From an optimization exercise on the open Yosys and OpenROAD flow, aimed at small area; shortcuts taken in it are not production practice.
Function was checked by simulation only, so behaviour that the tests miss may differ from the original.
Power is estimated from default activity; no workload was simulated.

exp/garnet:
Design plane_game_logic, start of the top module:
module plane_game_logic(
    input clk, rst,
    input button_left, button_shoot, button_right, button_up, button_down,
    input ps2_clk,ps2_data,
    input vs_neg,
    output [7:0] SSEG_CA, SSEG_AN,
    output [7:0] led,
    output reg play,
    output [3:0] hited,
    output [10:0] my_plane_x, my_plane_y,
    output [10:0] my_bullet_x, my_bullet_y,
    output have_bullet_now,
    output [10:0] enemy_x, enemy_y,
    output [10:0] enemy_bullet_x, enemy_bullet_y,
    output have_enemy_bullet_now);
Size: roughly 1,400 cells after synthesis, about 380 flip-flops, roughly 130 I/O pins, roughly 14,000 sq um of cells after synthesis.
export LEC_CHECK = 0
export CAP_MARGIN = 20
export CORE_MARGIN = 2
export CORE_UTILIZATION = 65
export PLACE_DENSITY = 0.75
export SLEW_MARGIN = 20
create_clock -name core_clock -period 10.0 [get_ports {clk}]
standard.sh (not shown) runs the stock make flow with config.mk's settings and CLKGATE_MAP_FILE= SYNTH_SCRIPT=/design/flow/synth_recipe.tcl, a recipe that flattens the netlist after the stock synthesis.
==> flow/flow/run.sh <==
#!/bin/bash
# Own layout flow: the standard ORFS flow (standard.sh, unchanged
# synthesis), with smaller port buffers and a clock tree built from small
# clock buffers without dummy loads.
set -euo pipefail
export BUFFER_PORTS_ARGS="-buffer_cell sky130_fd_sc_hd__buf_1"
export CTS_ARGS="-sink_clustering_enable -repair_clock_nets -dont_use_dummy_load -buf_list sky130_fd_sc_hd__clkbuf_4 -root_buf sky130_fd_sc_hd__clkbuf_8 -sink_clustering_size 11 -sink_clustering_max_diameter 35"
bash standard.sh > flow_make.log 2>&1
exp/garnet has completed all stages; timing, DRC and antenna checks passed.
## Diff of input files: exp/raven against exp/garnet
==> flow/flow/run.sh <==
#!/bin/bash
# Own layout flow: the standard ORFS flow (standard.sh, unchanged
# synthesis), with smaller port buffers and a clock tree built from small
# clock buffers (clkbuf_4 leaves, clusters of at most 11 sinks) without
# dummy loads.
set -euo pipefail
export BUFFER_PORTS_ARGS="-buffer_cell sky130_fd_sc_hd__buf_1"
# The constant outputs share one tie cell per value instead of one each.
export SKIP_REPAIR_TIE_FANOUT=1
export CTS_ARGS="-sink_clustering_enable -repair_clock_nets -dont_use_dummy_load -buf_list sky130_fd_sc_hd__clkbuf_4 -root_buf sky130_fd_sc_hd__clkbuf_8 -sink_clustering_size 10 -sink_clustering_max_diameter 35"
bash standard.sh > flow_make.log 2>&1
## What came out
Of the two candidates, exp/garnet has the better setup skew after layout and exp/raven the worse one.
Clock group power: exp/raven vs exp/garnet up about 2%
Against exp/garnet, exp/raven comes in 1.1 points higher on met1 capacity usage during global routing.
Here is what was changed in the inputs of exp/yarrow compared with exp/raven.
-- flow/flow/run.sh --
<<< exp/raven, line 8
# The constant outputs share one tie cell per value instead of one each.
>>> exp/yarrow, line 8
<<< exp/raven, line 10
export CTS_ARGS="-sink_clustering_enable -repair_clock_nets -dont_use_dummy_load -buf_list sky130_fd_sc_hd__clkbuf_4 -root_buf sky130_fd_sc_hd__clkbuf_8 -sink_clustering_size 10 -sink_clustering_max_diameter 35"
>>> exp/yarrow, line 9
export CTS_ARGS="-sink_clustering_enable -repair_clock_nets -dont_use_dummy_load -buf_list sky130_fd_sc_hd__clkbuf_4 -root_buf sky130_fd_sc_hd__clkbuf_8 -sink_clustering_size 11 -sink_clustering_max_diameter 35"
==> comparison <==
- On sum of met2 wire segment lengths after detailed routing: between exp/yarrow and exp/raven, it ends up lower for exp/raven.
- Worst slew slack as a fraction of its limit in exp/yarrow vs exp/raven: down 2.6 points
- Compared with exp/raven, exp/yarrow shows setup slack higher by 17 ps.
- As far as deepest clock path buffer count goes, exp/yarrow and exp/raven are indistinguishable; the numbers are identical.
- Per the comparison of exp/yarrow with exp/raven, multiplexer area fraction after synthesis barely changed; final period demand of the worst path dropped 17 ps; fraction of area in clock buffers and inverters barely changed.
- Compared with exp/raven, in exp/yarrow worst ir drop on vdd went up by 14%; wire length reported by the detailed router climbed 120 microns.
- Diff exp/raven -> exp/yarrow: count of clock-buffer cells in the layout -1, highest clock rate +about 0.3%.
Here is what was changed in the inputs of exp/lagoon compared with exp/yarrow.
- changing SLEW_MARGIN from 20 to 5
- changing CAP_MARGIN from 20 to 5
==> flow/flow/run.sh <==
#!/bin/bash
# Own layout flow: the standard ORFS flow (standard.sh, unchanged
# synthesis), with smaller port buffers and a clock tree built from small
# clock buffers without dummy loads.
set -euo pipefail
export BUFFER_PORTS_ARGS="-buffer_cell sky130_fd_sc_hd__buf_1"
export CTS_ARGS="-sink_clustering_enable -repair_clock_nets -dont_use_dummy_load -buf_list sky130_fd_sc_hd__clkbuf_4 -root_buf sky130_fd_sc_hd__clkbuf_8 -sink_clustering_size 12 -sink_clustering_max_diameter 40"
bash standard.sh > flow_make.log 2>&1
==> results.txt <==
- The final layout from exp/lagoon, which completed every stage, passed the timing, design-rule and antenna checks at the end of the flow.
- exp/yarrow leaves more setup margin than exp/lagoon.
- Lower final weighted congestion of routability-driven global placement was reported by exp/lagoon, not exp/yarrow.
- Per the comparison of exp/lagoon with exp/yarrow, wire length after detailed routing moved down; core utilization of the finished layout saw an increase; share of the cycle needed by the critical path after routing higher.
- exp/lagoon ends up with a detailed route wirelength on metal3 that is 0.34% lower than in exp/yarrow.
- Cmp exp/lagoon and exp/yarrow / global-route met1 utilization / higher: exp/yarrow
- The estimated power of exp/lagoon ends up lower than the estimate for exp/yarrow.
- As far as starting utilization of the core area goes, exp/yarrow and exp/lagoon are indistinguishable; the numbers are identical.
- Summary of exp/lagoon over exp/yarrow: global-route usage shrank by 0.26 points, clock group share of total power -1.1 points.
## Diff of input files: exp/xenon against exp/lagoon
- swapping 5 for 20 in CAP_MARGIN
- swapping 5 for 20 in SLEW_MARGIN
==> flow/flow/run.sh <==
#!/bin/bash
# Own layout flow: the standard ORFS flow (standard.sh, unchanged
# synthesis), with smaller port buffers and a clock tree built from small
# clock buffers (clkbuf_4 leaves, clusters of at most 11 sinks) without
# dummy loads.
set -euo pipefail
export BUFFER_PORTS_ARGS="-buffer_cell sky130_fd_sc_hd__buf_1"
# The constant outputs share one tie cell per value instead of one each.
export SKIP_REPAIR_TIE_FANOUT=1
export CTS_ARGS="-sink_clustering_enable -repair_clock_nets -dont_use_dummy_load -buf_list sky130_fd_sc_hd__clkbuf_4 -root_buf sky130_fd_sc_hd__clkbuf_8 -sink_clustering_size 11 -sink_clustering_max_diameter 35"
bash standard.sh > flow_make.log 2>&1
--- outcome ---
exp/xenon reports a higher clock buffer and inverter area fraction after layout than exp/lagoon does. Route | exp/xenon vs exp/lagoon | wire longer in exp/xenon. Looking only at cell area after layout, and setting everything else aside, the higher value of exp/lagoon and exp/xenon goes to exp/lagoon. Sort exp/lagoon and exp/xenon by first-pass GRT wire length desc -> top: exp/xenon. Measured slew at the worst slew-check pin up 33 ps in exp/xenon wrt exp/lagoon. exp/lagoon → exp/xenon: clock latency reported for the late side of the worst-skew pair held, die area did not really move, count of non-filler cells in the finished layout went down about 1.4%, detailed-routed wire length on met2 rose by 260 microns.

## re-timing with driven ports
The results above use ideal ports. As a check the final layouts listed here were re-extracted and re-timed, cells and wires unchanged.
Step 1 sets driving cells, clkbuf_16 on the clock port and buf_2 on the other inputs (assumed; they add their load-dependent delay and slew).
Step 2 moves the port delays by t, midway between the first and last clock arrival at a register: inputs arrive t later, outputs are due t later. That takes back most of the time a late clock gives input paths.
a / b / c = ideal ports / drivers / drivers and shift; a / b = the first two.
| run | t, ns | setup slack, ns | worst hold slack (ns) | worst setup path at the end | clock arrival spread, ns |
|---|---|---|---|---|---|
| exp/garnet | 0.563 | 4.193 / 4.193 / 3.937 | 0.387 / 0.387 / 0.387 | input to register | 0.067 / 0.068 |
| exp/raven | 0.567 | 4.274 / 4.274 / 3.882 | 0.383 / 0.383 / 0.383 | input to register | 0.077 / 0.077 |
| exp/yarrow | 0.572 | 4.291 / 4.291 / 3.885 | 0.376 / 0.376 / 0.376 | input to register | 0.064 / 0.065 |
| exp/lagoon | 0.553 | 4.168 / 4.168 / 3.944 | 0.382 / 0.382 / 0.382 | input to register | 0.080 / 0.080 |
| exp/xenon | 0.572 | 4.291 / 4.291 / 3.885 | 0.376 / 0.376 / 0.376 | input to register | 0.064 / 0.065 |
After both steps setup and hold are still met in every run listed.
